This design comes from an exercise in tuning for small area, a short achievable clock period and few clock cycles per item on the open sky130 flow, not from production work.
Where RTL was checked, it was by simulation tests only, not by an equivalence proof against the original.
For run 1, only the layout was checked, not whether the RTL still works.
Power and IR drop assume default switching activity.

## flow/design.v (module list and top-level ports; edited modules follow where they fit)
// module madd_pipeline: 1454 lines
module madd_pipeline #(parameter data_width = 16, parameter n_blocks = 256, parameter full_width = 2 * data_width + 8, parameter n_channels = 16)
	(
		input wire clk,
		input wire reset,
		input wire enable,
		input  wire in_valid,
		output wire in_ready,
		output wire out_valid,
		input  wire out_ready,
		input  wire [$clog2(n_blocks) - 1 : 0] block_in,
		output wire [$clog2(n_blocks) - 1 : 0] block_out,
		input wire [4:0] shift,
		input wire shift_disable,
		input wire signedness,
		input wire saturate_disable,
		input wire signed [data_width - 1 : 0] arg_a_in,
		input wire signed [data_width - 1 : 0] arg_b_in,
		input wire signed [data_width - 1 : 0] arg_c_in,
		output wire signed [full_width - 1 : 0] result_out,
		input  wire [ch_addr_w - 1 : 0] dest_in,
		output wire [ch_addr_w - 1 : 0] dest_out,
		input  wire [4 - 1 : 0] commit_id_in,
		output wire [4 - 1 : 0] commit_id_out,
		input wire commit_flag_in,
		output wire commit_flag_out
	);
  // ...
==> flow/flow/run.sh <==
#!/bin/bash
# Own layout flow: the standard flow (standard.sh) with a few extra ORFS
# make variables, read one per line from flow/extra.mk. By default the port
# buffers that buffer_ports inserts are plain buf_2 cells (buffer_ports
# otherwise picks clkdlybuf4s50_1, a slow 10 um2 delay cell).
# Between synthesis and floorplan, flow/fixinv.py re-chooses the polarity of
# the full adders to drop the inverters that Yosys leaves between them; it
# changes no register and no other cell.
# Logs: flow_synth.log (synthesis), fixinv.log, flow_standard.log (the rest);
# each ORFS step also keeps its own log under orfs/logs/.
set -euo pipefail
cd "$(dirname "$0")/.."
EXTRA=()
PORTBUF="BUFFER_PORTS_ARGS=-buffer_cell sky130_fd_sc_hd__buf_2"
if [[ -f flow/extra.mk ]]; then
  while IFS= read -r line; do
    [[ -z "$line" || "$line" == \#* ]] && continue
    if [[ "$line" == BUFFER_PORTS_ARGS=* ]]; then PORTBUF="$line"; continue; fi
    EXTRA+=("$line")
  done < flow/extra.mk
fi
RES="$PWD/orfs/results/${FLOW_PLATFORM:-sky130hd}/madd_pipeline/base"
bash standard.sh "$PORTBUF" ${EXTRA[@]+"${EXTRA[@]}"} "$RES/1_2_yosys.v" > flow_synth.log 2>&1
python3 flow/fixinv.py "$RES/1_2_yosys.v" "$RES/1_2_yosys.fixinv.v" > fixinv.log 2>&1
cp "$RES/1_2_yosys.v" "$RES/1_2_yosys.orig.v"
mv "$RES/1_2_yosys.fixinv.v" "$RES/1_2_yosys.v"
bash standard.sh "$PORTBUF" ${EXTRA[@]+"${EXTRA[@]}"} finish > flow_standard.log 2>&1
==> flow/flow/fixinv.py <==
#!/usr/bin/env python3
"""Re-choose the polarity of the full adders in a flat sky130 gate netlist.

A full adder is self-dual: FA(~a, ~b, ~c) = (~sum, ~cout). Yosys' extract_fa
often leaves an inverter between two full adders; flipping a full adder (feeding
it the complements of its inputs, so that its outputs carry the complements of
their old values) can remove such inverters. This picks, greedily, the flips
that need the fewest inverters, then rebuilds the inverters: one per signal whose
loads need its complement. Only sky130_fd_sc_hd__inv_1 cells whose nets are not
ports and not named in assign statements are rebuilt; every other cell, and
every register, is left as it is.

usage: fixinv.py IN.v OUT.v
"""
import re
import sys

src = open(sys.argv[1]).read()
cell_re = re.compile(r'^(\s+)(sky130_fd_sc_hd__\w+)\s+(\S+)\s*\((.*?)\);\n', re.S | re.M)
pin_re = re.compile(r'\.(\w+)\(([^()]*)\)')
OUTS = {'X', 'Y', 'Q', 'Q_N', 'SUM', 'COUT', 'HI', 'LO'}
INV = 'sky130_fd_sc_hd__inv_1'
FA = 'sky130_fd_sc_hd__fa_1'

cells = []
for m in cell_re.finditer(src):
    pins = [(p, n.strip()) for p, n in pin_re.findall(m.group(4))]
    cells.append(dict(span=m.span(), ind=m.group(1), typ=m.group(2), name=m.group(3), pins=pins))

protected = set()
hdr = src[:cells[0]['span'][0]] if cells else src
ports = re.search(r'module\s+\w+\s*\((.*?)\);', src, re.S).group(1)
for decl in re.finditer(r'^\s*(input|output|inout)\s*(\[[^\]]*\])?\s*([^;]*);', src, re.M):
    for nm in decl.group(3).split(','):
        nm = nm.strip()
        if decl.group(2):
            hi, lo = [int(x) for x in decl.group(2)[1:-1].split(':')]
            for i in range(min(hi, lo), max(hi, lo) + 1):
                protected.add(f'{nm}[{i}]')
        protected.add(nm)
for a in re.finditer(r'^\s*assign\s+(.*?);', src, re.M | re.S):
    for tok in re.findall(r'\\\S+|[A-Za-z_][\w$]*(?:\s*\[\d+\])?', a.group(1)):
        protected.add(tok.replace(' ', ''))

driver = {}
for c in cells:
    for p, n in c['pins']:
        if p in OUTS:
            driver[n] = (c, p)

def is_free_inv(c):
    if c['typ'] != INV:
        return False
    d = dict(c['pins'])
    return d['A'] not in protected and d['Y'] not in protected

free_inv = [c for c in cells if is_free_inv(c)]
free_ids = set(id(c) for c in free_inv)

root_cache = {}
def root(n):
    """(root net, parity) of net n through free inverters."""
    if n in root_cache:
        return root_cache[n]
    d = driver.get(n)
    if d and id(d[0]) in free_ids:
        r, par = root(dict(d[0]['pins'])['A'])
        res = (r, par ^ 1)
    else:
        res = (n, 0)
    root_cache[n] = res
    return res

# loads: (cell, pin, root, parity) for every input pin of a kept cell
fas = [c for c in cells if c['typ'] == FA]
fa_idx = {id(c): i for i, c in enumerate(fas)}
loads = {}      # root -> list of [cell, pin, parity]
for c in cells:
    if id(c) in free_ids:
        continue
    for p, n in c['pins']:
        if p in OUTS:
            continue
        r, par = root(n)
        loads.setdefault(r, []).append((c, p, par))
# protected nets driven through free inverters are not possible (excluded above)

fa_out_root = {}  # root net -> fa index (its driver)
for i, c in enumerate(fas):
    for p, n in c['pins']:
        if p in ('SUM', 'COUT'):
            fa_out_root[n] = i

flip = [0] * len(fas)
frozen = set(i for i, c in enumerate(fas)
             if any(p in OUTS and n in protected for p, n in c['pins']))

def phase(r):
    i = fa_out_root.get(r)
    return flip[i] if i is not None else 0

def need_inv(r):
    ph = phase(r)
    for c, p, par in loads.get(r, []):
        q = par ^ (flip[fa_idx[id(c)]] if id(c) in fa_idx else 0)
        if q != ph:
            return 1
    return 0

def roots_of_fa(i):
    c = fas[i]
    rs = set()
    for p, n in c['pins']:
        if p in OUTS:
            rs.add(n)
        else:
            rs.add(root(n)[0])
    return rs

before = sum(need_inv(r) for r in loads)
improved = True
rounds = 0
while improved and rounds < 20:
    improved = False
    rounds += 1
    for i in range(len(fas)):
        if i in frozen:
            continue
        rs = roots_of_fa(i)
        old = sum(need_inv(r) for r in rs)
        flip[i] ^= 1
        new = sum(need_inv(r) for r in rs)
        if new < old:
            improved = True
        else:
            flip[i] ^= 1
after = sum(need_inv(r) for r in loads)

# rebuild
def esc(n):
    # escaped identifiers end at white space
    return n + ' ' if n.startswith('\\') else n

inv_net = {}
new_cells = []
new_wires = []
k = [0]
def inv_of(r):
    if r not in inv_net:
        k[0] += 1
        y = f'fixinv_{k[0]}_y'
        inv_net[r] = y
        new_wires.append(y)
        new_cells.append(f'  {INV} fixinv_{k[0]} (\n    .A({esc(r)}),\n    .Y({y})\n  );\n')
    return inv_net[r]

out = []
pos = 0
for c in cells:
    s, e = c['span']
    out.append(src[pos:s])
    pos = e
    if id(c) in free_ids:
        continue
    f = flip[fa_idx[id(c)]] if id(c) in fa_idx else 0
    pins = []
    for p, n in c['pins']:
        if p in OUTS:
            pins.append((p, n))
            continue
        r, par = root(n)
        q = par ^ f
        ph = phase(r)
        pins.append((p, r if q == ph else inv_of(r)))
    body = ',\n'.join(f'{c["ind"]}  .{p}({esc(n)})' for p, n in pins)
    out.append(f'{c["ind"]}{c["typ"]} {c["name"]} (\n{body}\n{c["ind"]});\n')
rest = src[pos:]
i = rest.rfind('endmodule')
out.append(rest[:i] + ''.join(new_cells) + rest[i:])
text = ''.join(out)
# declare the new wires after the module header
j = text.index(');', text.index('module')) + 2
text = text[:j] + '\n' + ''.join(f'  wire {w};\n' for w in new_wires) + text[j:]
open(sys.argv[2], 'w').write(text)
print(f'fixinv: {len(fas)} full adders, {sum(flip)} flipped; inverters rebuilt: '
      f'{len(free_inv)} -> {len(new_cells)} (cost {before} -> {after})', file=sys.stderr)
==> flow/standard.sh <==
#!/bin/bash
# synth_recipe.tcl (not shown) runs the flow's synth.tcl, then flattens the netlist and writes it again
# the make line also repeats each setting of config.mk as NAME=value (left out here)
make -C /OpenROAD-flow-scripts/flow DESIGN_CONFIG=/design/flow/config.mk WORK_HOME=/design/flow/orfs CLKGATE_MAP_FILE= SYNTH_SCRIPT=/design/flow/synth_recipe.tcl "${@:-finish}"
==> flow/config.mk <==
export PLATFORM = sky130hd
export DESIGN_NAME = madd_pipeline
export DESIGN_NICKNAME = madd_pipeline
export VERILOG_FILES = /design/flow/design.v
export SDC_FILE = /design/flow/constraint.sdc
export NUM_CORES = 4
export LEC_CHECK = 0
export ABC_AREA = 1
export CAP_MARGIN = 20
export CORE_MARGIN = 2
export CORE_UTILIZATION = 40
export SETUP_SLACK_MARGIN = 2.0
export SLEW_MARGIN = 20
==> flow/constraint.sdc <==
create_clock -name core_clock -period 7.5 [get_ports {clk}]
set_input_delay 1.5000 -clock core_clock [delete_from_list [all_inputs] [get_ports {clk}]]
set_output_delay 1.5000 -clock core_clock [all_outputs]
set_load 0.01 [all_outputs]
==> results by group, run 1 <==
Placed design
  • Pre-CTS WS: 1436 ps
  • Placed cell count: 2500

Worst setup path
  • Critical Path Slowest Stage Cell: fa_1
  • Worst-path fanout max: 10
  • Critical Path RT: 7590 ps
  • Cells along the critical path: buf_2, nor2_1, inv_1, nor2_1, buf_6, clkinvlp_4, buf_4, nand2_1, o21ai_0, nand2_1, o21ai_0, o21ai_0, o22ai_2, fa_1, fa_1, fa_1, fa_1
  • Top cell by count, worst path: fa_1
  • Critical path class: primary input to register
  • Worst r2r dst: sg_q
  • Worst Reg-to-Reg Cells: 4
  • Reg-to-reg slack, setup: 5370 ps
  • CP Launch Type: primary input

Clock tree
  • Clock Sinks: 101
  • Clock Latency Late Sink: 370 ps
  • CTS tree: yes
  • CTS resizes: 13
  • CTS root buffer: clkbuf_16

STA
  • Actual slew at the worst max-slew pin: 1046 ps
  • TNS Setup: 0 ps

Route
  • Drt drc: 0
  • Met3 routed WL: 2490 um
  • TritonRoute pass-1 iters: 5

Yosys
  • Synthesized area: 14910 um2

Power
  • Lkg Pwr: 7.773 nW
  • Combinational power share: 75.4%
  • Clock Power Share: 7.6%

Finish
  • Fin area: 16860 um2
  • Regs by FF count: h0_q (24), h1_q (24), c_q (16)
  • N_diodes: 0
  • Fillers: 3717
  • Nets: 2357
  • Clock-cell share of area: 1.737%
  • Area of the multi-input gates: 10970 um2

Global route
  • Gr usage total: 24.00%
  • Largest net degree at the start of global routing: 75
  • Met3 GRT Util: 2.663%

Floorplan
  • Chip width: 197.1 um
  • Die Y: 197.1 um
  • Rows: 70

Run status
  • Status: complete, no violations

Worst hold path
  • Hold path start: v_q
==> run 2, diff against run 1 <==
--- a/flow/design.v
+++ b/flow/design.v
@@ -1043,18 +1043,18 @@
 	assign s488 = crow[31] ^ s424 ^ c423;
 	assign c489 = (crow[31] & s424) | (crow[31] & c423) | (s424 & c423);
 	assign s490 = 1'b1 ^ crow[32] ^ c425;
 	assign c491 = (1'b1 & crow[32]) | (1'b1 & c425) | (crow[32] & c425);
 	assign s492 = 1'b1 ^ crow[33];
 	assign c493 = 1'b1 & crow[33];
 	wire [33:0] row0 = {s492, s490, s488, s486, s484, c481, c479, s478, s476, s474, c471, c469, c467, c465, c463, c461, c459, c457, c455, c453, c451, c449, c447, c445, c443, c441, c439, c437, c435, c433, c431, c429, c427, s426};
 	wire [33:0] row1 = {c491, c489, c487, c485, c483, s482, s480, c477, c475, c473, s472, s470, s468, s466, s464, s462, s460, s458, s456, s454, s452, s450, s448, s446, s444, s442, s440, s438, s436, s434, s432, s430, s428, crow[0]};
-	wire [10:0] sum_lo;
-	wire [9:0] fl_p, fl_g;
+	wire [14:0] sum_lo;
+	wire [13:0] fl_p, fl_g;
 	assign fl_p[0] = row0[0] ^ row1[0];
 	assign fl_g[0] = row0[0] & row1[0];
 	assign fl_p[1] = row0[1] ^ row1[1];
 	assign fl_g[1] = row0[1] & row1[1];
 	assign fl_p[2] = row0[2] ^ row1[2];
 	assign fl_g[2] = row0[2] & row1[2];
 	assign fl_p[3] = row0[3] ^ row1[3];
 	assign fl_g[3] = row0[3] & row1[3];
@@ -1065,88 +1065,132 @@
 	assign fl_p[6] = row0[6] ^ row1[6];
 	assign fl_g[6] = row0[6] & row1[6];
 	assign fl_p[7] = row0[7] ^ row1[7];
 	assign fl_g[7] = row0[7] & row1[7];
 	assign fl_p[8] = row0[8] ^ row1[8];
 	assign fl_g[8] = row0[8] & row1[8];
 	assign fl_p[9] = row0[9] ^ row1[9];
 	assign fl_g[9] = row0[9] & row1[9];
-	wire fl_G1 = fl_g[9] | (fl_p[9] & fl_g[8]);
-	wire fl_P1 = fl_p[9] & fl_p[8];
-	wire fl_G2 = fl_g[8] | (fl_p[8] & fl_g[7]);
-	wire fl_P2 = fl_p[8] & fl_p[7];
-	wire fl_G3 = fl_g[7] | (fl_p[7] & fl_g[6]);
-	wire fl_P3 = fl_p[7] & fl_p[6];
-	wire fl_G4 = fl_g[6] | (fl_p[6] & fl_g[5]);
-	wire fl_P4 = fl_p[6] & fl_p[5];
-	wire fl_G5 = fl_g[5] | (fl_p[5] & fl_g[4]);
-	wire fl_P5 = fl_p[5] & fl_p[4];
-	wire fl_G6 = fl_g[4] | (fl_p[4] & fl_g[3]);
-	wire fl_P6 = fl_p[4] & fl_p[3];
-	wire fl_G7 = fl_g[3] | (fl_p[3] & fl_g[2]);
-	wire fl_P7 = fl_p[3] & fl_p[2];
-	wire fl_G8 = fl_g[2] | (fl_p[2] & fl_g[1]);
-	wire fl_P8 = fl_p[2] & fl_p[1];
-	wire fl_G9 = fl_g[1] | (fl_p[1] & fl_g[0]);
-	wire fl_P9 = fl_p[1] & fl_p[0];
-	wire fl_G10 = fl_G1 | (fl_P1 & fl_G3);
-	wire fl_P10 = fl_P1 & fl_P3;
-	wire fl_G11 = fl_G2 | (fl_P2 & fl_G4);
-	wire fl_P11 = fl_P2 & fl_P4;
-	wire fl_G12 = fl_G3 | (fl_P3 & fl_G5);
-	wire fl_P12 = fl_P3 & fl_P5;
-	wire fl_G13 = fl_G4 | (fl_P4 & fl_G6);
-	wire fl_P13 = fl_P4 & fl_P6;
-	wire fl_G14 = fl_G5 | (fl_P5 & fl_G7);
-	wire fl_P14 = fl_P5 & fl_P7;
-	wire fl_G15 = fl_G6 | (fl_P6 & fl_G8);
-	wire fl_P15 = fl_P6 & fl_P8;
-	wire fl_G16 = fl_G7 | (fl_P7 & fl_G9);
-	wire fl_P16 = fl_P7 & fl_P9;
-	wire fl_G17 = fl_G8 | (fl_P8 & fl_g[0]);
-	wire fl_P17 = fl_P8 & fl_p[0];
-	wire fl_G18 = fl_G10 | (fl_P10 & fl_G14);
-	wire fl_P18 = fl_P10 & fl_P14;
-	wire fl_G19 = fl_G11 | (fl_P11 & fl_G15);
-	wire fl_P19 = fl_P11 & fl_P15;
-	wire fl_G20 = fl_G12 | (fl_P12 & fl_G16);
-	wire fl_P20 = fl_P12 & fl_P16;
-	wire fl_G21 = fl_G13 | (fl_P13 & fl_G17);
-	wire fl_P21 = fl_P13 & fl_P17;
-	wire fl_G22 = fl_G14 | (fl_P14 & fl_G9);
-	wire fl_P22 = fl_P14 & fl_P9;
-	wire fl_G23 = fl_G15 | (fl_P15 & fl_g[0]);
-	wire fl_P23 = fl_P15 & fl_p[0];
-	wire fl_G24 = fl_G18 | (fl_P18 & fl_G9);
-	wire fl_P24 = fl_P18 & fl_P9;
-	wire fl_G25 = fl_G19 | (fl_P19 & fl_g[0]);
-	wire fl_P25 = fl_P19 & fl_p[0];
+	assign fl_p[10] = row0[10] ^ row1[10];
+	assign fl_g[10] = row0[10] & row1[10];
+	assign fl_p[11] = row0[11] ^ row1[11];
+	assign fl_g[11] = row0[11] & row1[11];
+	assign fl_p[12] = row0[12] ^ row1[12];
+	assign fl_g[12] = row0[12] & row1[12];
+	assign fl_p[13] = row0[13] ^ row1[13];
+	assign fl_g[13] = row0[13] & row1[13];
+	wire fl_G1 = fl_g[13] | (fl_p[13] & fl_g[12]);
+	wire fl_P1 = fl_p[13] & fl_p[12];
+	wire fl_G2 = fl_g[12] | (fl_p[12] & fl_g[11]);
+	wire fl_P2 = fl_p[12] & fl_p[11];
+	wire fl_G3 = fl_g[11] | (fl_p[11] & fl_g[10]);
+	wire fl_P3 = fl_p[11] & fl_p[10];
+	wire fl_G4 = fl_g[10] | (fl_p[10] & fl_g[9]);
+	wire fl_P4 = fl_p[10] & fl_p[9];
+	wire fl_G5 = fl_g[9] | (fl_p[9] & fl_g[8]);
+	wire fl_P5 = fl_p[9] & fl_p[8];
+	wire fl_G6 = fl_g[8] | (fl_p[8] & fl_g[7]);
+	wire fl_P6 = fl_p[8] & fl_p[7];
+	wire fl_G7 = fl_g[7] | (fl_p[7] & fl_g[6]);
+	wire fl_P7 = fl_p[7] & fl_p[6];
+	wire fl_G8 = fl_g[6] | (fl_p[6] & fl_g[5]);
+	wire fl_P8 = fl_p[6] & fl_p[5];
+	wire fl_G9 = fl_g[5] | (fl_p[5] & fl_g[4]);
+	wire fl_P9 = fl_p[5] & fl_p[4];
+	wire fl_G10 = fl_g[4] | (fl_p[4] & fl_g[3]);
+	wire fl_P10 = fl_p[4] & fl_p[3];
+	wire fl_G11 = fl_g[3] | (fl_p[3] & fl_g[2]);
+	wire fl_P11 = fl_p[3] & fl_p[2];
+	wire fl_G12 = fl_g[2] | (fl_p[2] & fl_g[1]);
+	wire fl_P12 = fl_p[2] & fl_p[1];
+	wire fl_G13 = fl_g[1] | (fl_p[1] & fl_g[0]);
+	wire fl_P13 = fl_p[1] & fl_p[0];
+	wire fl_G14 = fl_G1 | (fl_P1 & fl_G3);
+	wire fl_P14 = fl_P1 & fl_P3;
+	wire fl_G15 = fl_G2 | (fl_P2 & fl_G4);
+	wire fl_P15 = fl_P2 & fl_P4;
+	wire fl_G16 = fl_G3 | (fl_P3 & fl_G5);
+	wire fl_P16 = fl_P3 & fl_P5;
+	wire fl_G17 = fl_G4 | (fl_P4 & fl_G6);
+	wire fl_P17 = fl_P4 & fl_P6;
+	wire fl_G18 = fl_G5 | (fl_P5 & fl_G7);
+	wire fl_P18 = fl_P5 & fl_P7;
+	wire fl_G19 = fl_G6 | (fl_P6 & fl_G8);
+	wire fl_P19 = fl_P6 & fl_P8;
+	wire fl_G20 = fl_G7 | (fl_P7 & fl_G9);
+	wire fl_P20 = fl_P7 & fl_P9;
+	wire fl_G21 = fl_G8 | (fl_P8 & fl_G10);
+	wire fl_P21 = fl_P8 & fl_P10;
+	wire fl_G22 = fl_G9 | (fl_P9 & fl_G11);
+	wire fl_P22 = fl_P9 & fl_P11;
+	wire fl_G23 = fl_G10 | (fl_P10 & fl_G12);
+	wire fl_P23 = fl_P10 & fl_P12;
+	wire fl_G24 = fl_G11 | (fl_P11 & fl_G13);
+	wire fl_P24 = fl_P11 & fl_P13;
+	wire fl_G25 = fl_G12 | (fl_P12 & fl_g[0]);
+	wire fl_P25 = fl_P12 & fl_p[0];
+	wire fl_G26 = fl_G14 | (fl_P14 & fl_G18);
+	wire fl_P26 = fl_P14 & fl_P18;
+	wire fl_G27 = fl_G15 | (fl_P15 & fl_G19);
+	wire fl_P27 = fl_P15 & fl_P19;
+	wire fl_G28 = fl_G16 | (fl_P16 & fl_G20);
+	wire fl_P28 = fl_P16 & fl_P20;
+	wire fl_G29 = fl_G17 | (fl_P17 & fl_G21);
+	wire fl_P29 = fl_P17 & fl_P21;
+	wire fl_G30 = fl_G18 | (fl_P18 & fl_G22);
+	wire fl_P30 = fl_P18 & fl_P22;
+	wire fl_G31 = fl_G19 | (fl_P19 & fl_G23);
+	wire fl_P31 = fl_P19 & fl_P23;
+	wire fl_G32 = fl_G20 | (fl_P20 & fl_G24);
+	wire fl_P32 = fl_P20 & fl_P24;
+	wire fl_G33 = fl_G21 | (fl_P21 & fl_G25);
+	wire fl_P33 = fl_P21 & fl_P25;
+	wire fl_G34 = fl_G22 | (fl_P22 & fl_G13);
+	wire fl_P34 = fl_P22 & fl_P13;
+	wire fl_G35 = fl_G23 | (fl_P23 & fl_g[0]);
+	wire fl_P35 = fl_P23 & fl_p[0];
+	wire fl_G36 = fl_G26 | (fl_P26 & fl_G34);
+	wire fl_P36 = fl_P26 & fl_P34;
+	wire fl_G37 = fl_G27 | (fl_P27 & fl_G35);
+	wire fl_P37 = fl_P27 & fl_P35;
+	wire fl_G38 = fl_G28 | (fl_P28 & fl_G24);
+	wire fl_P38 = fl_P28 & fl_P24;
+	wire fl_G39 = fl_G29 | (fl_P29 & fl_G25);
+	wire fl_P39 = fl_P29 & fl_P25;
+	wire fl_G40 = fl_G30 | (fl_P30 & fl_G13);
+	wire fl_P40 = fl_P30 & fl_P13;
+	wire fl_G41 = fl_G31 | (fl_P31 & fl_g[0]);
+	wire fl_P41 = fl_P31 & fl_p[0];
 	assign sum_lo[0] = fl_p[0];
 	assign sum_lo[1] = fl_p[1] ^ fl_g[0];
-	assign sum_lo[2] = fl_p[2] ^ fl_G9;
-	assign sum_lo[3] = fl_p[3] ^ fl_G17;
-	assign sum_lo[4] = fl_p[4] ^ fl_G16;
-	assign sum_lo[5] = fl_p[5] ^ fl_G23;
-	assign sum_lo[6] = fl_p[6] ^ fl_G22;
-	assign sum_lo[7] = fl_p[7] ^ fl_G21;
-	assign sum_lo[8] = fl_p[8] ^ fl_G20;
-	assign sum_lo[9] = fl_p[9] ^ fl_G25;
-	wire fl_cout = fl_G24;
-	assign sum_lo[10] = fl_cout;
+	assign sum_lo[2] = fl_p[2] ^ fl_G13;
+	assign sum_lo[3] = fl_p[3] ^ fl_G25;
+	assign sum_lo[4] = fl_p[4] ^ fl_G24;
+	assign sum_lo[5] = fl_p[5] ^ fl_G35;
+	assign sum_lo[6] = fl_p[6] ^ fl_G34;
+	assign sum_lo[7] = fl_p[7] ^ fl_G33;
+	assign sum_lo[8] = fl_p[8] ^ fl_G32;
+	assign sum_lo[9] = fl_p[9] ^ fl_G41;
+	assign sum_lo[10] = fl_p[10] ^ fl_G40;
+	assign sum_lo[11] = fl_p[11] ^ fl_G39;
+	assign sum_lo[12] = fl_p[12] ^ fl_G38;
+	assign sum_lo[13] = fl_p[13] ^ fl_G37;
+	wire fl_cout = fl_G36;
+	assign sum_lo[14] = fl_cout;
 	reg        v_q;
 	reg [3:0]  sh_q;
 	reg        big_q, rb_en_q, satd_q, sg_q;
 	reg [15:0] c_q;
 	reg [7:0]  block_q;
 	reg [3:0]  dest_q, cid_q;
 	reg        cf_q;
-	reg [10:0] lo_q;
-	reg [33:10] h0_q;
-	reg [33:10] h1_q;
+	reg [14:0] lo_q;
+	reg [33:14] h0_q;
+	reg [33:14] h1_q;
 	assign in_ready  = ~v_q | out_ready;
 	assign out_valid = v_q;
 	wire take_in  = in_valid & in_ready;
 	wire take_out = v_q & out_ready;
 	always @(posedge clk) begin
 		if (reset)
 			v_q <= 1'b0;
 		else if (enable) begin
@@ -1154,284 +1198,233 @@
 				v_q <= 1'b1;
 			else if (take_out)
 				v_q <= 1'b0;
 		end
 	end
 	always @(posedge clk) begin
 		if (enable & take_in) begin
 			lo_q <= sum_lo;
-			h0_q <= row0[33:10];
-			h1_q <= row1[33:10];
+			h0_q <= row0[33:14];
+			h1_q <= row1[33:14];
 			sh_q    <= (shift_disable & ~big) ? 4'd0 : s4;
 			big_q   <= big;
 			rb_en_q <= big & ~shift_disable;
 			satd_q  <= saturate_disable;
 			sg_q    <= signedness;
 			c_q     <= arg_c_in;
 			block_q <= block_in;
 			dest_q  <= dest_in;
 			cid_q   <= commit_id_in;
 			cf_q    <= commit_flag_in;
 		end
 	end
-	wire [23:0] xh;
-	wire [23:0] fh_p, fh_g;
-	assign fh_p[0] = h0_q[10] ^ h1_q[10];
-	assign fh_g[0] = h0_q[10] & h1_q[10];
-	assign fh_p[1] = h0_q[11] ^ h1_q[11];
-	assign fh_g[1] = h0_q[11] & h1_q[11];
-	assign fh_p[2] = h0_q[12] ^ h1_q[12];
-	assign fh_g[2] = h0_q[12] & h1_q[12];
-	assign fh_p[3] = h0_q[13] ^ h1_q[13];
-	assign fh_g[3] = h0_q[13] & h1_q[13];
-	assign fh_p[4] = h0_q[14] ^ h1_q[14];
-	assign fh_g[4] = h0_q[14] & h1_q[14];
-	assign fh_p[5] = h0_q[15] ^ h1_q[15];
-	assign fh_g[5] = h0_q[15] & h1_q[15];
-	assign fh_p[6] = h0_q[16] ^ h1_q[16];
-	assign fh_g[6] = h0_q[16] & h1_q[16];
-	assign fh_p[7] = h0_q[17] ^ h1_q[17];
-	assign fh_g[7] = h0_q[17] & h1_q[17];
-	assign fh_p[8] = h0_q[18] ^ h1_q[18];
-	assign fh_g[8] = h0_q[18] & h1_q[18];
-	assign fh_p[9] = h0_q[19] ^ h1_q[19];
-	assign fh_g[9] = h0_q[19] & h1_q[19];
-	assign fh_p[10] = h0_q[20] ^ h1_q[20];
-	assign fh_g[10] = h0_q[20] & h1_q[20];
-	assign fh_p[11] = h0_q[21] ^ h1_q[21];
-	assign fh_g[11] = h0_q[21] & h1_q[21];
-	assign fh_p[12] = h0_q[22] ^ h1_q[22];
-	assign fh_g[12] = h0_q[22] & h1_q[22];
-	assign fh_p[13] = h0_q[23] ^ h1_q[23];
-	assign fh_g[13] = h0_q[23] & h1_q[23];
-	assign fh_p[14] = h0_q[24] ^ h1_q[24];
-	assign fh_g[14] = h0_q[24] & h1_q[24];
-	assign fh_p[15] = h0_q[25] ^ h1_q[25];
-	assign fh_g[15] = h0_q[25] & h1_q[25];
-	assign fh_p[16] = h0_q[26] ^ h1_q[26];
-	assign fh_g[16] = h0_q[26] & h1_q[26];
-	assign fh_p[17] = h0_q[27] ^ h1_q[27];
-	assign fh_g[17] = h0_q[27] & h1_q[27];
-	assign fh_p[18] = h0_q[28] ^ h1_q[28];
-	assign fh_g[18] = h0_q[28] & h1_q[28];
-	assign fh_p[19] = h0_q[29] ^ h1_q[29];
-	assign fh_g[19] = h0_q[29] & h1_q[29];
-	assign fh_p[20] = h0_q[30] ^ h1_q[30];
-	assign fh_g[20] = h0_q[30] & h1_q[30];
-	assign fh_p[21] = h0_q[31] ^ h1_q[31];
-	assign fh_g[21] = h0_q[31] & h1_q[31];
-	assign fh_p[22] = h0_q[32] ^ h1_q[32];
-	assign fh_g[22] = h0_q[32] & h1_q[32];
-	assign fh_p[23] = h0_q[33] ^ h1_q[33];
-	assign fh_g[23] = h0_q[33] & h1_q[33];
-	wire fh_G1 = fh_g[23] | (fh_p[23] & fh_g[22]);
-	wire fh_P1 = fh_p[23] & fh_p[22];
-	wire fh_G2 = fh_g[22] | (fh_p[22] & fh_g[21]);
-	wire fh_P2 = fh_p[22] & fh_p[21];
-	wire fh_G3 = fh_g[21] | (fh_p[21] & fh_g[20]);
-	wire fh_P3 = fh_p[21] & fh_p[20];
-	wire fh_G4 = fh_g[20] | (fh_p[20] & fh_g[19]);
-	wire fh_P4 = fh_p[20] & fh_p[19];
-	wire fh_G5 = fh_g[19] | (fh_p[19] & fh_g[18]);
-	wire fh_P5 = fh_p[19] & fh_p[18];
-	wire fh_G6 = fh_g[18] | (fh_p[18] & fh_g[17]);
-	wire fh_P6 = fh_p[18] & fh_p[17];
-	wire fh_G7 = fh_g[17] | (fh_p[17] & fh_g[16]);
-	wire fh_P7 = fh_p[17] & fh_p[16];
-	wire fh_G8 = fh_g[16] | (fh_p[16] & fh_g[15]);
-	wire fh_P8 = fh_p[16] & fh_p[15];
-	wire fh_G9 = fh_g[15] | (fh_p[15] & fh_g[14]);
-	wire fh_P9 = fh_p[15] & fh_p[14];
-	wire fh_G10 = fh_g[14] | (fh_p[14] & fh_g[13]);
-	wire fh_P10 = fh_p[14] & fh_p[13];
-	wire fh_G11 = fh_g[13] | (fh_p[13] & fh_g[12]);
-	wire fh_P11 = fh_p[13] & fh_p[12];
-	wire fh_G12 = fh_g[12] | (fh_p[12] & fh_g[11]);
-	wire fh_P12 = fh_p[12] & fh_p[11];
-	wire fh_G13 = fh_g[11] | (fh_p[11] & fh_g[10]);
-	wire fh_P13 = fh_p[11] & fh_p[10];
-	wire fh_G14 = fh_g[10] | (fh_p[10] & fh_g[9]);
-	wire fh_P14 = fh_p[10] & fh_p[9];
-	wire fh_G15 = fh_g[9] | (fh_p[9] & fh_g[8]);
-	wire fh_P15 = fh_p[9] & fh_p[8];
-	wire fh_G16 = fh_g[8] | (fh_p[8] & fh_g[7]);
-	wire fh_P16 = fh_p[8] & fh_p[7];
-	wire fh_G17 = fh_g[7] | (fh_p[7] & fh_g[6]);
-	wire fh_P17 = fh_p[7] & fh_p[6];
-	wire fh_G18 = fh_g[6] | (fh_p[6] & fh_g[5]);
-	wire fh_P18 = fh_p[6] & fh_p[5];
-	wire fh_G19 = fh_g[5] | (fh_p[5] & fh_g[4]);
-	wire fh_P19 = fh_p[5] & fh_p[4];
-	wire fh_G20 = fh_g[4] | (fh_p[4] & fh_g[3]);
-	wire fh_P20 = fh_p[4] & fh_p[3];
-	wire fh_G21 = fh_g[3] | (fh_p[3] & fh_g[2]);
-	wire fh_P21 = fh_p[3] & fh_p[2];
-	wire fh_G22 = fh_g[2] | (fh_p[2] & fh_g[1]);
-	wire fh_P22 = fh_p[2] & fh_p[1];
-	wire fh_G23 = fh_g[1] | (fh_p[1] & fh_g[0]);
-	wire fh_P23 = fh_p[1] & fh_p[0];
-	wire fh_G24 = fh_G1 | (fh_P1 & fh_G3);
-	wire fh_P24 = fh_P1 & fh_P3;
-	wire fh_G25 = fh_G2 | (fh_P2 & fh_G4);
-	wire fh_P25 = fh_P2 & fh_P4;
-	wire fh_G26 = fh_G3 | (fh_P3 & fh_G5);
-	wire fh_P26 = fh_P3 & fh_P5;
-	wire fh_G27 = fh_G4 | (fh_P4 & fh_G6);
-	wire fh_P27 = fh_P4 & fh_P6;
-	wire fh_G28 = fh_G5 | (fh_P5 & fh_G7);
-	wire fh_P28 = fh_P5 & fh_P7;
-	wire fh_G29 = fh_G6 | (fh_P6 & fh_G8);
-	wire fh_P29 = fh_P6 & fh_P8;
-	wire fh_G30 = fh_G7 | (fh_P7 & fh_G9);
-	wire fh_P30 = fh_P7 & fh_P9;
-	wire fh_G31 = fh_G8 | (fh_P8 & fh_G10);
-	wire fh_P31 = fh_P8 & fh_P10;
-	wire fh_G32 = fh_G9 | (fh_P9 & fh_G11);
-	wire fh_P32 = fh_P9 & fh_P11;
-	wire fh_G33 = fh_G10 | (fh_P10 & fh_G12);
-	wire fh_P33 = fh_P10 & fh_P12;
-	wire fh_G34 = fh_G11 | (fh_P11 & fh_G13);
-	wire fh_P34 = fh_P11 & fh_P13;
-	wire fh_G35 = fh_G12 | (fh_P12 & fh_G14);
-	wire fh_P35 = fh_P12 & fh_P14;
-	wire fh_G36 = fh_G13 | (fh_P13 & fh_G15);
-	wire fh_P36 = fh_P13 & fh_P15;
-	wire fh_G37 = fh_G14 | (fh_P14 & fh_G16);
-	wire fh_P37 = fh_P14 & fh_P16;
-	wire fh_G38 = fh_G15 | (fh_P15 & fh_G17);
-	wire fh_P38 = fh_P15 & fh_P17;
-	wire fh_G39 = fh_G16 | (fh_P16 & fh_G18);
-	wire fh_P39 = fh_P16 & fh_P18;
-	wire fh_G40 = fh_G17 | (fh_P17 & fh_G19);
-	wire fh_P40 = fh_P17 & fh_P19;
-	wire fh_G41 = fh_G18 | (fh_P18 & fh_G20);
-	wire fh_P41 = fh_P18 & fh_P20;
-	wire fh_G42 = fh_G19 | (fh_P19 & fh_G21);
-	wire fh_P42 = fh_P19 & fh_P21;
-	wire fh_G43 = fh_G20 | (fh_P20 & fh_G22);
-	wire fh_P43 = fh_P20 & fh_P22;
-	wire fh_G44 = fh_G21 | (fh_P21 & fh_G23);
-	wire fh_P44 = fh_P21 & fh_P23;
-	wire fh_G45 = fh_G22 | (fh_P22 & fh_g[0]);
-	wire fh_P45 = fh_P22 & fh_p[0];
-	wire fh_G46 = fh_G24 | (fh_P24 & fh_G28);
-	wire fh_P46 = fh_P24 & fh_P28;
-	wire fh_G47 = fh_G25 | (fh_P25 & fh_G29);
-	wire fh_P47 = fh_P25 & fh_P29;
-	wire fh_G48 = fh_G26 | (fh_P26 & fh_G30);
-	wire fh_P48 = fh_P26 & fh_P30;
-	wire fh_G49 = fh_G27 | (fh_P27 & fh_G31);
-	wire fh_P49 = fh_P27 & fh_P31;
-	wire fh_G50 = fh_G28 | (fh_P28 & fh_G32);
-	wire fh_P50 = fh_P28 & fh_P32;
-	wire fh_G51 = fh_G29 | (fh_P29 & fh_G33);
-	wire fh_P51 = fh_P29 & fh_P33;
-	wire fh_G52 = fh_G30 | (fh_P30 & fh_G34);
-	wire fh_P52 = fh_P30 & fh_P34;
-	wire fh_G53 = fh_G31 | (fh_P31 & fh_G35);
-	wire fh_P53 = fh_P31 & fh_P35;
-	wire fh_G54 = fh_G32 | (fh_P32 & fh_G36);
-	wire fh_P54 = fh_P32 & fh_P36;
-	wire fh_G55 = fh_G33 | (fh_P33 & fh_G37);
-	wire fh_P55 = fh_P33 & fh_P37;
-	wire fh_G56 = fh_G34 | (fh_P34 & fh_G38);
-	wire fh_P56 = fh_P34 & fh_P38;
-	wire fh_G57 = fh_G35 | (fh_P35 & fh_G39);
-	wire fh_P57 = fh_P35 & fh_P39;
-	wire fh_G58 = fh_G36 | (fh_P36 & fh_G40);
-	wire fh_P58 = fh_P36 & fh_P40;
-	wire fh_G59 = fh_G37 | (fh_P37 & fh_G41);
-	wire fh_P59 = fh_P37 & fh_P41;
-	wire fh_G60 = fh_G38 | (fh_P38 & fh_G42);
-	wire fh_P60 = fh_P38 & fh_P42;
-	wire fh_G61 = fh_G39 | (fh_P39 & fh_G43);
-	wire fh_P61 = fh_P39 & fh_P43;
-	wire fh_G62 = fh_G40 | (fh_P40 & fh_G44);
-	wire fh_P62 = fh_P40 & fh_P44;
-	wire fh_G63 = fh_G41 | (fh_P41 & fh_G45);
-	wire fh_P63 = fh_P41 & fh_P45;
-	wire fh_G64 = fh_G42 | (fh_P42 & fh_G23);
-	wire fh_P64 = fh_P42 & fh_P23;
-	wire fh_G65 = fh_G43 | (fh_P43 & fh_g[0]);
-	wire fh_P65 = fh_P43 & fh_p[0];
-	wire fh_G66 = fh_G46 | (fh_P46 & fh_G54);
-	wire fh_P66 = fh_P46 & fh_P54;
-	wire fh_G67 = fh_G47 | (fh_P47 & fh_G55);
-	wire fh_P67 = fh_P47 & fh_P55;
-	wire fh_G68 = fh_G48 | (fh_P48 & fh_G56);
-	wire fh_P68 = fh_P48 & fh_P56;
-	wire fh_G69 = fh_G49 | (fh_P49 & fh_G57);
-	wire fh_P69 = fh_P49 & fh_P57;
-	wire fh_G70 = fh_G50 | (fh_P50 & fh_G58);
-	wire fh_P70 = fh_P50 & fh_P58;
-	wire fh_G71 = fh_G51 | (fh_P51 & fh_G59);
-	wire fh_P71 = fh_P51 & fh_P59;
-	wire fh_G72 = fh_G52 | (fh_P52 & fh_G60);
-	wire fh_P72 = fh_P52 & fh_P60;
-	wire fh_G73 = fh_G53 | (fh_P53 & fh_G61);
-	wire fh_P73 = fh_P53 & fh_P61;
-	wire fh_G74 = fh_G54 | (fh_P54 & fh_G62);
-	wire fh_P74 = fh_P54 & fh_P62;
-	wire fh_G75 = fh_G55 | (fh_P55 & fh_G63);
-	wire fh_P75 = fh_P55 & fh_P63;
-	wire fh_G76 = fh_G56 | (fh_P56 & fh_G64);
-	wire fh_P76 = fh_P56 & fh_P64;
-	wire fh_G77 = fh_G57 | (fh_P57 & fh_G65);
-	wire fh_P77 = fh_P57 & fh_P65;
-	wire fh_G78 = fh_G58 | (fh_P58 & fh_G44);
-	wire fh_P78 = fh_P58 & fh_P44;
-	wire fh_G79 = fh_G59 | (fh_P59 & fh_G45);
-	wire fh_P79 = fh_P59 & fh_P45;
-	wire fh_G80 = fh_G60 | (fh_P60 & fh_G23);
-	wire fh_P80 = fh_P60 & fh_P23;
-	wire fh_G81 = fh_G61 | (fh_P61 & fh_g[0]);
-	wire fh_P81 = fh_P61 & fh_p[0];
-	wire fh_G82 = fh_G66 | (fh_P66 & fh_G62);
-	wire fh_P82 = fh_P66 & fh_P62;
-	wire fh_G83 = fh_G67 | (fh_P67 & fh_G63);
-	wire fh_P83 = fh_P67 & fh_P63;
-	wire fh_G84 = fh_G68 | (fh_P68 & fh_G64);
-	wire fh_P84 = fh_P68 & fh_P64;
-	wire fh_G85 = fh_G69 | (fh_P69 & fh_G65);
-	wire fh_P85 = fh_P69 & fh_P65;
-	wire fh_G86 = fh_G70 | (fh_P70 & fh_G44);
-	wire fh_P86 = fh_P70 & fh_P44;
-	wire fh_G87 = fh_G71 | (fh_P71 & fh_G45);
-	wire fh_P87 = fh_P71 & fh_P45;
-	wire fh_G88 = fh_G72 | (fh_P72 & fh_G23);
-	wire fh_P88 = fh_P72 & fh_P23;
-	wire fh_G89 = fh_G73 | (fh_P73 & fh_g[0]);
-	wire fh_P89 = fh_P73 & fh_p[0];
-	assign xh[0] = fh_p[0] ^ lo_q[10];
-	assign xh[1] = fh_p[1] ^ (fh_g[0] | (fh_p[0] & lo_q[10]));
-	assign xh[2] = fh_p[2] ^ (fh_G23 | (fh_P23 & lo_q[10]));
-	assign xh[3] = fh_p[3] ^ (fh_G45 | (fh_P45 & lo_q[10]));
-	assign xh[4] = fh_p[4] ^ (fh_G44 | (fh_P44 & lo_q[10]));
-	assign xh[5] = fh_p[5] ^ (fh_G65 | (fh_P65 & lo_q[10]));
-	assign xh[6] = fh_p[6] ^ (fh_G64 | (fh_P64 & lo_q[10]));
-	assign xh[7] = fh_p[7] ^ (fh_G63 | (fh_P63 & lo_q[10]));
-	assign xh[8] = fh_p[8] ^ (fh_G62 | (fh_P62 & lo_q[10]));
-	assign xh[9] = fh_p[9] ^ (fh_G81 | (fh_P81 & lo_q[10]));
-	assign xh[10] = fh_p[10] ^ (fh_G80 | (fh_P80 & lo_q[10]));
-	assign xh[11] = fh_p[11] ^ (fh_G79 | (fh_P79 & lo_q[10]));
-	assign xh[12] = fh_p[12] ^ (fh_G78 | (fh_P78 & lo_q[10]));
-	assign xh[13] = fh_p[13] ^ (fh_G77 | (fh_P77 & lo_q[10]));
-	assign xh[14] = fh_p[14] ^ (fh_G76 | (fh_P76 & lo_q[10]));
-	assign xh[15] = fh_p[15] ^ (fh_G75 | (fh_P75 & lo_q[10]));
-	assign xh[16] = fh_p[16] ^ (fh_G74 | (fh_P74 & lo_q[10]));
-	assign xh[17] = fh_p[17] ^ (fh_G89 | (fh_P89 & lo_q[10]));
-	assign xh[18] = fh_p[18] ^ (fh_G88 | (fh_P88 & lo_q[10]));
-	assign xh[19] = fh_p[19] ^ (fh_G87 | (fh_P87 & lo_q[10]));
-	assign xh[20] = fh_p[20] ^ (fh_G86 | (fh_P86 & lo_q[10]));
-	assign xh[21] = fh_p[21] ^ (fh_G85 | (fh_P85 & lo_q[10]));
-	assign xh[22] = fh_p[22] ^ (fh_G84 | (fh_P84 & lo_q[10]));
-	assign xh[23] = fh_p[23] ^ (fh_G83 | (fh_P83 & lo_q[10]));
-	wire fh_cout = fh_G82 | (fh_P82 & lo_q[10]);
-	wire [33:0] x = {xh, lo_q[9:0]};
+	wire [19:0] xh;
+	wire [19:0] fh_p, fh_g;
+	assign fh_p[0] = h0_q[14] ^ h1_q[14];
+	assign fh_g[0] = h0_q[14] & h1_q[14];
+	assign fh_p[1] = h0_q[15] ^ h1_q[15];
+	assign fh_g[1] = h0_q[15] & h1_q[15];
+	assign fh_p[2] = h0_q[16] ^ h1_q[16];
+	assign fh_g[2] = h0_q[16] & h1_q[16];
+	assign fh_p[3] = h0_q[17] ^ h1_q[17];
+	assign fh_g[3] = h0_q[17] & h1_q[17];
+	assign fh_p[4] = h0_q[18] ^ h1_q[18];
+	assign fh_g[4] = h0_q[18] & h1_q[18];
+	assign fh_p[5] = h0_q[19] ^ h1_q[19];
+	assign fh_g[5] = h0_q[19] & h1_q[19];
+	assign fh_p[6] = h0_q[20] ^ h1_q[20];
+	assign fh_g[6] = h0_q[20] & h1_q[20];
+	assign fh_p[7] = h0_q[21] ^ h1_q[21];
+	assign fh_g[7] = h0_q[21] & h1_q[21];
+	assign fh_p[8] = h0_q[22] ^ h1_q[22];
+	assign fh_g[8] = h0_q[22] & h1_q[22];
+	assign fh_p[9] = h0_q[23] ^ h1_q[23];
+	assign fh_g[9] = h0_q[23] & h1_q[23];
+	assign fh_p[10] = h0_q[24] ^ h1_q[24];
+	assign fh_g[10] = h0_q[24] & h1_q[24];
+	assign fh_p[11] = h0_q[25] ^ h1_q[25];
+	assign fh_g[11] = h0_q[25] & h1_q[25];
+	assign fh_p[12] = h0_q[26] ^ h1_q[26];
+	assign fh_g[12] = h0_q[26] & h1_q[26];
+	assign fh_p[13] = h0_q[27] ^ h1_q[27];
+	assign fh_g[13] = h0_q[27] & h1_q[27];
+	assign fh_p[14] = h0_q[28] ^ h1_q[28];
+	assign fh_g[14] = h0_q[28] & h1_q[28];
+	assign fh_p[15] = h0_q[29] ^ h1_q[29];
+	assign fh_g[15] = h0_q[29] & h1_q[29];
+	assign fh_p[16] = h0_q[30] ^ h1_q[30];
+	assign fh_g[16] = h0_q[30] & h1_q[30];
+	assign fh_p[17] = h0_q[31] ^ h1_q[31];
+	assign fh_g[17] = h0_q[31] & h1_q[31];
+	assign fh_p[18] = h0_q[32] ^ h1_q[32];
+	assign fh_g[18] = h0_q[32] & h1_q[32];
+	assign fh_p[19] = h0_q[33] ^ h1_q[33];
+	assign fh_g[19] = h0_q[33] & h1_q[33];
+	wire fh_g0c = fh_g[0] | (fh_p[0] & lo_q[14]);
+	wire fh_G1 = fh_g[19] | (fh_p[19] & fh_g[18]);
+	wire fh_P1 = fh_p[19] & fh_p[18];
+	wire fh_G2 = fh_g[18] | (fh_p[18] & fh_g[17]);
+	wire fh_P2 = fh_p[18] & fh_p[17];
+	wire fh_G3 = fh_g[17] | (fh_p[17] & fh_g[16]);
+	wire fh_P3 = fh_p[17] & fh_p[16];
+	wire fh_G4 = fh_g[16] | (fh_p[16] & fh_g[15]);
+	wire fh_P4 = fh_p[16] & fh_p[15];
+	wire fh_G5 = fh_g[15] | (fh_p[15] & fh_g[14]);
+	wire fh_P5 = fh_p[15] & fh_p[14];
+	wire fh_G6 = fh_g[14] | (fh_p[14] & fh_g[13]);
+	wire fh_P6 = fh_p[14] & fh_p[13];
+	wire fh_G7 = fh_g[13] | (fh_p[13] & fh_g[12]);
+	wire fh_P7 = fh_p[13] & fh_p[12];
+	wire fh_G8 = fh_g[12] | (fh_p[12] & fh_g[11]);
+	wire fh_P8 = fh_p[12] & fh_p[11];
+	wire fh_G9 = fh_g[11] | (fh_p[11] & fh_g[10]);
+	wire fh_P9 = fh_p[11] & fh_p[10];
+	wire fh_G10 = fh_g[10] | (fh_p[10] & fh_g[9]);
+	wire fh_P10 = fh_p[10] & fh_p[9];
+	wire fh_G11 = fh_g[9] | (fh_p[9] & fh_g[8]);
+	wire fh_P11 = fh_p[9] & fh_p[8];
+	wire fh_G12 = fh_g[8] | (fh_p[8] & fh_g[7]);
+	wire fh_P12 = fh_p[8] & fh_p[7];
+	wire fh_G13 = fh_g[7] | (fh_p[7] & fh_g[6]);
+	wire fh_P13 = fh_p[7] & fh_p[6];
+	wire fh_G14 = fh_g[6] | (fh_p[6] & fh_g[5]);
+	wire fh_P14 = fh_p[6] & fh_p[5];
+	wire fh_G15 = fh_g[5] | (fh_p[5] & fh_g[4]);
+	wire fh_P15 = fh_p[5] & fh_p[4];
+	wire fh_G16 = fh_g[4] | (fh_p[4] & fh_g[3]);
+	wire fh_P16 = fh_p[4] & fh_p[3];
+	wire fh_G17 = fh_g[3] | (fh_p[3] & fh_g[2]);
+	wire fh_P17 = fh_p[3] & fh_p[2];
+	wire fh_G18 = fh_g[2] | (fh_p[2] & fh_g[1]);
+	wire fh_P18 = fh_p[2] & fh_p[1];
+	wire fh_G19 = fh_g[1] | (fh_p[1] & fh_g0c);
+	wire fh_P19 = fh_p[1] & fh_p[0];
+	wire fh_G20 = fh_G1 | (fh_P1 & fh_G3);
+	wire fh_P20 = fh_P1 & fh_P3;
+	wire fh_G21 = fh_G2 | (fh_P2 & fh_G4);
+	wire fh_P21 = fh_P2 & fh_P4;
+	wire fh_G22 = fh_G3 | (fh_P3 & fh_G5);
+	wire fh_P22 = fh_P3 & fh_P5;
+	wire fh_G23 = fh_G4 | (fh_P4 & fh_G6);
+	wire fh_P23 = fh_P4 & fh_P6;
+	wire fh_G24 = fh_G5 | (fh_P5 & fh_G7);
+	wire fh_P24 = fh_P5 & fh_P7;
+	wire fh_G25 = fh_G6 | (fh_P6 & fh_G8);
+	wire fh_P25 = fh_P6 & fh_P8;
+	wire fh_G26 = fh_G7 | (fh_P7 & fh_G9);
+	wire fh_P26 = fh_P7 & fh_P9;
+	wire fh_G27 = fh_G8 | (fh_P8 & fh_G10);
+	wire fh_P27 = fh_P8 & fh_P10;
+	wire fh_G28 = fh_G9 | (fh_P9 & fh_G11);
+	wire fh_P28 = fh_P9 & fh_P11;
+	wire fh_G29 = fh_G10 | (fh_P10 & fh_G12);
+	wire fh_P29 = fh_P10 & fh_P12;
+	wire fh_G30 = fh_G11 | (fh_P11 & fh_G13);
+	wire fh_P30 = fh_P11 & fh_P13;
+	wire fh_G31 = fh_G12 | (fh_P12 & fh_G14);
+	wire fh_P31 = fh_P12 & fh_P14;
+	wire fh_G32 = fh_G13 | (fh_P13 & fh_G15);
+	wire fh_P32 = fh_P13 & fh_P15;
+	wire fh_G33 = fh_G14 | (fh_P14 & fh_G16);
+	wire fh_P33 = fh_P14 & fh_P16;
+	wire fh_G34 = fh_G15 | (fh_P15 & fh_G17);
+	wire fh_P34 = fh_P15 & fh_P17;
+	wire fh_G35 = fh_G16 | (fh_P16 & fh_G18);
+	wire fh_P35 = fh_P16 & fh_P18;
+	wire fh_G36 = fh_G17 | (fh_P17 & fh_G19);
+	wire fh_P36 = fh_P17 & fh_P19;
+	wire fh_G37 = fh_G18 | (fh_P18 & fh_g0c);
+	wire fh_P37 = fh_P18 & fh_p[0];
+	wire fh_G38 = fh_G20 | (fh_P20 & fh_G24);
+	wire fh_P38 = fh_P20 & fh_P24;
+	wire fh_G39 = fh_G21 | (fh_P21 & fh_G25);
+	wire fh_P39 = fh_P21 & fh_P25;
+	wire fh_G40 = fh_G22 | (fh_P22 & fh_G26);
+	wire fh_P40 = fh_P22 & fh_P26;
+	wire fh_G41 = fh_G23 | (fh_P23 & fh_G27);
+	wire fh_P41 = fh_P23 & fh_P27;
+	wire fh_G42 = fh_G24 | (fh_P24 & fh_G28);
+	wire fh_P42 = fh_P24 & fh_P28;
+	wire fh_G43 = fh_G25 | (fh_P25 & fh_G29);
+	wire fh_P43 = fh_P25 & fh_P29;
+	wire fh_G44 = fh_G26 | (fh_P26 & fh_G30);
+	wire fh_P44 = fh_P26 & fh_P30;
+	wire fh_G45 = fh_G27 | (fh_P27 & fh_G31);
+	wire fh_P45 = fh_P27 & fh_P31;
+	wire fh_G46 = fh_G28 | (fh_P28 & fh_G32);
+	wire fh_P46 = fh_P28 & fh_P32;
+	wire fh_G47 = fh_G29 | (fh_P29 & fh_G33);
+	wire fh_P47 = fh_P29 & fh_P33;
+	wire fh_G48 = fh_G30 | (fh_P30 & fh_G34);
+	wire fh_P48 = fh_P30 & fh_P34;
+	wire fh_G49 = fh_G31 | (fh_P31 & fh_G35);
+	wire fh_P49 = fh_P31 & fh_P35;
+	wire fh_G50 = fh_G32 | (fh_P32 & fh_G36);
+	wire fh_P50 = fh_P32 & fh_P36;
+	wire fh_G51 = fh_G33 | (fh_P33 & fh_G37);
+	wire fh_P51 = fh_P33 & fh_P37;
+	wire fh_G52 = fh_G34 | (fh_P34 & fh_G19);
+	wire fh_P52 = fh_P34 & fh_P19;
+	wire fh_G53 = fh_G35 | (fh_P35 & fh_g0c);
+	wire fh_P53 = fh_P35 & fh_p[0];
+	wire fh_G54 = fh_G38 | (fh_P38 & fh_G46);
+	wire fh_P54 = fh_P38 & fh_P46;
+	wire fh_G55 = fh_G39 | (fh_P39 & fh_G47);
+	wire fh_P55 = fh_P39 & fh_P47;
+	wire fh_G56 = fh_G40 | (fh_P40 & fh_G48);
+	wire fh_P56 = fh_P40 & fh_P48;
+	wire fh_G57 = fh_G41 | (fh_P41 & fh_G49);
+	wire fh_P57 = fh_P41 & fh_P49;
+	wire fh_G58 = fh_G42 | (fh_P42 & fh_G50);
+	wire fh_P58 = fh_P42 & fh_P50;
+	wire fh_G59 = fh_G43 | (fh_P43 & fh_G51);
+	wire fh_P59 = fh_P43 & fh_P51;
+	wire fh_G60 = fh_G44 | (fh_P44 & fh_G52);
+	wire fh_P60 = fh_P44 & fh_P52;
+	wire fh_G61 = fh_G45 | (fh_P45 & fh_G53);
+	wire fh_P61 = fh_P45 & fh_P53;
+	wire fh_G62 = fh_G46 | (fh_P46 & fh_G36);
+	wire fh_P62 = fh_P46 & fh_P36;
+	wire fh_G63 = fh_G47 | (fh_P47 & fh_G37);
+	wire fh_P63 = fh_P47 & fh_P37;
+	wire fh_G64 = fh_G48 | (fh_P48 & fh_G19);
+	wire fh_P64 = fh_P48 & fh_P19;
+	wire fh_G65 = fh_G49 | (fh_P49 & fh_g0c);
+	wire fh_P65 = fh_P49 & fh_p[0];
+	wire fh_G66 = fh_G54 | (fh_P54 & fh_G36);
+	wire fh_P66 = fh_P54 & fh_P36;
+	wire fh_G67 = fh_G55 | (fh_P55 & fh_G37);
+	wire fh_P67 = fh_P55 & fh_P37;
+	wire fh_G68 = fh_G56 | (fh_P56 & fh_G19);
+	wire fh_P68 = fh_P56 & fh_P19;
+	wire fh_G69 = fh_G57 | (fh_P57 & fh_g0c);
+	wire fh_P69 = fh_P57 & fh_p[0];
+	assign xh[0] = fh_p[0] ^ lo_q[14];
+	assign xh[1] = fh_p[1] ^ fh_g0c;
+	assign xh[2] = fh_p[2] ^ fh_G19;
+	assign xh[3] = fh_p[3] ^ fh_G37;
+	assign xh[4] = fh_p[4] ^ fh_G36;
+	assign xh[5] = fh_p[5] ^ fh_G53;
+	assign xh[6] = fh_p[6] ^ fh_G52;
+	assign xh[7] = fh_p[7] ^ fh_G51;
+	assign xh[8] = fh_p[8] ^ fh_G50;
+	assign xh[9] = fh_p[9] ^ fh_G65;
+	assign xh[10] = fh_p[10] ^ fh_G64;
+	assign xh[11] = fh_p[11] ^ fh_G63;
+	assign xh[12] = fh_p[12] ^ fh_G62;
+	assign xh[13] = fh_p[13] ^ fh_G61;
+	assign xh[14] = fh_p[14] ^ fh_G60;
+	assign xh[15] = fh_p[15] ^ fh_G59;
+	assign xh[16] = fh_p[16] ^ fh_G58;
+	assign xh[17] = fh_p[17] ^ fh_G69;
+	assign xh[18] = fh_p[18] ^ fh_G68;
+	assign xh[19] = fh_p[19] ^ fh_G67;
+	wire fh_cout = fh_G66;
+	wire [33:0] x = {xh, lo_q[13:0]};
 	wire signed [33:0] y = $signed(x) >>> sh_q;
 	wire [17:0] xd = x[33:16] ^ x[32:15];
 	reg  [17:0] suf;
 	integer k;
 	always @(*) begin
 		suf[17] = xd[17];
 		for (k = 16; k >= 0; k = k - 1)
 			suf[k] = suf[k + 1] | xd[k];
==> flow/flow/run.sh (replaced) <==
#!/bin/bash
# Own layout flow: the standard flow (standard.sh) with a few extra ORFS
# make variables, read one per line from flow/extra.mk. By default the port
# buffers that buffer_ports inserts are plain buf_2 cells (buffer_ports
# otherwise picks clkdlybuf4s50_1, a slow 10 um2 delay cell).
# The full output of the flow goes to flow_standard.log in this folder; each
# ORFS step keeps its own log under orfs/logs/.
set -euo pipefail
cd "$(dirname "$0")/.."
EXTRA=()
PORTBUF="BUFFER_PORTS_ARGS=-buffer_cell sky130_fd_sc_hd__buf_2"
if [[ -f flow/extra.mk ]]; then
  while IFS= read -r line; do
    [[ -z "$line" || "$line" == \#* ]] && continue
    if [[ "$line" == BUFFER_PORTS_ARGS=* ]]; then PORTBUF="$line"; continue; fi
    EXTRA+=("$line")
  done < flow/extra.mk
fi
bash standard.sh "$PORTBUF" ${EXTRA[@]+"${EXTRA[@]}"} finish > flow_standard.log 2>&1
==> flow/flow/extra.mk (new file) <==
SYNTH_ARGS=-noabc
removed: flow/flow/fixinv.py
==> results by group, run 2 <==
Run status
  • Status: complete, no violations (unchanged)

Power
  • Sw Pwr: 0.003136 W (was 0.003067 W)
  • Pint: 0.003035 W (was 0.002954 W)
  • Maximum vdd drop: 0.2163 mV (was 0.1882 mV)
  • Sequential power share: 16.3% (was 16.9%)
  • Switching share of power: 50.82% (was 50.93%)
  • PD cells: 362.4 nW/um2 (was 357.1 nW/um2)
  • Clock Power Share: 6.8% (was 7.6%)
  • Combinational power share: 76.9% (was 75.4%)
  • Lkg Pwr: 7.697 nW (was 7.773 nW)
  • Total Power: 0.006171 W (was 0.006021 W)

STA
  • Final period util: 71.62% (was 71.27%)
  • Final Hold Viols: 0 (unchanged)
  • TNS Setup: 0 ps (unchanged)
  • Slew headroom: 30.87% (was 30.21%)
  • Tmin final: 5372 ps (was 5345 ps)
  • Fmax: 186.2 MHz (was 187.1 MHz)
  • Setup Skew: 9.088 ps (was 16.90 ps)
  • RSZ-0062 raised after global routing: true (was false)
  • Number of max-slew violations in the final report: 0 (unchanged)
  • Actual slew at the worst max-slew pin: 1031 ps (was 1046 ps)
  • Setup violators final: 0 (unchanged)
  • WHS: 475.5 ps (was 512.7 ps)

Finish
  • Share of cells above drive strength 1: 17.94% (was 14.28%)
  • N_diodes: 0 (unchanged)
  • Commonest non-fill, non-tap cell in the layout: nand2_1 (unchanged)
  • Most frequent cells in the layout: 402 x nand2_1, 165 x inv_1, 154 x xor2_1 (was 497 x nand2_1, 216 x inv_1, 154 x xor2_1)
  • Post-route insts no fill: 2473 (was 2555)
  • Regs by FF count: h0_q (20), h1_q (20), c_q (16) (was h0_q (24), h1_q (24), c_q (16))
  • Nets: 2287 (was 2357)
  • Area delta synth->final: 16.71% (was 13.07%)

Global route
  • Gr usage total: 23.34% (was 24.00%)
  • Vias in the first global route: 13090 (was 13530)
  • Remaining Overflow, GRT: 0 (unchanged)
  • Antenna violations before repair: 0 (unchanged)
  • Largest net degree at the start of global routing: 75 (unchanged)
  • First-pass GRT wire length: 70950 um (was 73220 um)

Clock tree
  • Total CTS buffers: 9 (unchanged)
  • CTS root buffer: clkbuf_16 (unchanged)
  • Clock Tree Buf Depth: 2 (unchanged)
  • Reg clk slew, reported paths: 70 ps (about the same)
  • Clock Sinks: 97 (was 101)
  • Cts hold-fix bufs: 0 (unchanged)
  • H-tree Lvls: 3 (unchanged)
  • CTS tree: yes (unchanged)
  • Clock Latency Late Sink: 360 ps (was 370 ps)

Yosys
  • Leading cell types by total area after synthesis: edfxtp_1 20%, fa_1 19%, nand2_1 11%
  • Simple-Gate Fraction of Synth Area: 20.77%
  • Synth Register Bits: 97
  • Post-synth top cells: 432 x nand2_1, 172 x inv_1, 160 x xor2_1
  • Post-synth EDFFs: 96
  • Most used DFF post-synth: edfxtp_1
  • Synth Area in Adders: 24.63%
  • Mux cell area share after synthesis: 1.372%
  • YS warnings: 1 (unchanged)
  • Synth unique cells: 52
  • Avg Inst Size Synth: 7.736 um2 (was 7.493 um2)
  • Sequential share of the synthesized area: 19.90%
  • Yosys top cell area share: 19.76%
  • Post-Synthesis Cells: 1886 (was 1990)
  • Synth Net Count: 2166 (was 2265)
  • Compound-Gate Fraction of Synth Area: 15.18%
  • Synthesized area: 14590 um2 (was 14910 um2)
  • Top-count cell post-synth: nand2_1
  • Asr flop ratio synth: 0%
  • Largest family of logic cells by synthesized area: adder cells
  • XOR/XNOR Fraction of Synth Area: 10.07%
  • Area leader, netlist: edfxtp_1

Floorplan
  • # IOs: 137 (unchanged)
  • Rows: 69 (was 70)
  • Die Y: 195.0 um (was 197.1 um)
  • Die area: 38020 um2 (was 38840 um2)
  • Core Area: 35740 um2 (was 36700 um2)
  • Chip width: 195.0 um (was 197.1 um)
  • Initial core utilization: 40.82% (was 40.63%)

Worst setup path
  • Critical path class: primary input to register (unchanged)
  • Top delay family on crit path: adder cells (unchanged)
  • Top cell by count, worst path: nand2_1 (was fa_1)
  • CP bufs+invs: 4 (was 5)
  • Critical Path Slowest Stage Cell: fa_1 (unchanged)
  • RR Startpoint: v_q (unchanged)
  • CP Launch Type: primary input (unchanged)
  • Critical Path RT: 7620 ps (was 7590 ps)
  • Worst Path Arrival: 5490 ps (was 5430 ps)
  • CP endpoint kind: register (unchanged)
  • Setup crit start: shift[4] (was shift_disable)
  • Delay of the slowest critical-path stage: 450 ps (was 530 ps)
  • Worst-path fanout max: 8 (was 10)

Placed design
  • HPWL Detailed: 35140 um (was 37210 um)
  • GP Congestion: 0.9404 (was 0.9647)
  • Number of port buffers: 136 (unchanged)
  • Placed cell count: 2408 (was 2500)

Route
  • Via density: 5.498 (was 5.406)
  • Vias: 13600 (was 13810)
  • Routed length per placed instance: 18.15 um (was 18.11 um)
  • Routed wire length: 44890 um (was 46260 um)
  • TritonRoute pass-1 iters: 7 (was 5)
  • Drt drc: 0 (unchanged)
  • DRT iter0 DRCs: 1134 (was 1045)
  • Detail Route Antenna Nets: 0 (unchanged)

Run
  • Max_cap viols: 0 (unchanged)

Worst hold path
  • Tightest Hold Check Type: register to register (unchanged)
  • Hold path start: v_q (unchanged)
==> run 2: cell count changes in the layout (fill, tap and decap cells not counted), moves of 11 or more <==
cell	delta
buf_4	+16
clkinv_1	+11
ha_1	+13
inv_1	-51
nand2_1	-95
nand2_2	+14
nor2_1	-18
o21ai_0	-18
o21ai_1	+13
==> run 2: routing by layer <==
metal	vias to the layer above	track usage, %	share of wire, %
li1	6542	-	-
met1	6509	32.05	45
met2	484	38.62	47
met3	62	2.453	5.5
met4	0	7.775	2.5
met5	-	0	0
==> run 2: worst paths after layout <==
path / end / slack, ps / cells after the start
hold / removal: v_q / 480 / 2
hold reg to reg: v_q / 480 / 2
setup / recovery: lo_q[14] / 2130 / 25
setup reg to reg: sh_q[1] / 5510 / 4
==> run 2: per-stage QoR <==
step	instance area, um2	util, %	setup WS [ps]
global route	17030	47.64	1896
CTS	16210	45.35	1990
detailed placement	15690	43.90	1056
global placement	15690	43.90	1184
floorplan	14660	-	1946
finish	17030	47.64	2128
==> run 2: final cells by class <==
type                       instances  area, um2
fill                            3579      18710
multi-input combinational       1491      11150
sequential                        97       2903
timing repair buffer             210       1345
inverter                         198      782.0
tap                              461      576.8
clock buffer                       9      225.2
clock inverter                     7      47.55
==> run 2: worst reg2reg max path: cells and delay by family (launching register included) <==
family	cells	cell delay [ps]
buf+inv	2	990
flops	1	320
simple gates	2	220
==> run 2: cell families (layout without fill, tap and decap cells) <==
group           Yosys count  after routing
compound gates          388            388
fa+ha+maj               202            202
buf+inv                 302            424
mux                      20             20
xor+xnor                166            166
flops                    97             97
simple gates            711            715
==> run 2: timing repair <==
action	4_1_cts	5_1_grt
buffers inserted	12	33
cloned	2	2
setup endpoints to repair	55	44
resized for setup	26	136
pin swaps	3	30
==> run 2: power by group through the flow <==
stage	sequential, W	clock [W]	combinational (W)
4_1_cts	0.00101	0.000436	0.00437
5_1_grt	0.00102	0.000455	0.00539
3_3_place_gp	0.00101	0	0.00422
6_report	0.00101	0.000421	0.00474
3_5_place_dp	0.00102	0	0.00430
2_1_floorplan	0.00100	0	0.00320
Testbench counts of run 2, summed over its fixed seeds: cycles 24,008, items 24,000.

==> static timing again, ports no longer ideal <==
How much do the figures lean on ideal ports? The routed layouts below were timed once more, with nothing changed but the port constraints.
Step 1, drivers: a clkbuf_16 drives clk and a buf_2 each remaining input, both assumed.
Step 2 adds t to the input delays and takes it off the output delays; t is the mean of the earliest and latest rising clock arrival at the registers after step 1. Input paths then give back, and output paths get back, about the clock's delay inside the block.
Three values: no drivers, after step 1, after step 2; two values: the first two.
run | t, ns | setup WS [ns] | latest minus earliest clock arrival (ns) | worst slew at a driven data input, ns | cell pins on the clock port's net
run 1 | 0.400 | 2.155 / 2.182 / 1.781 | 0.023 / 0.023 | 0.05 | 1
run 2 | 0.408 | 2.128 / 2.131 / 1.733 | 0.012 / 0.012 | 0.06 | 1
After both steps setup and hold are still met in every run listed. For run 2, which loses most, drivers alone change the setup slack by +0.003 ns; drivers and shift together by -0.395 ns.
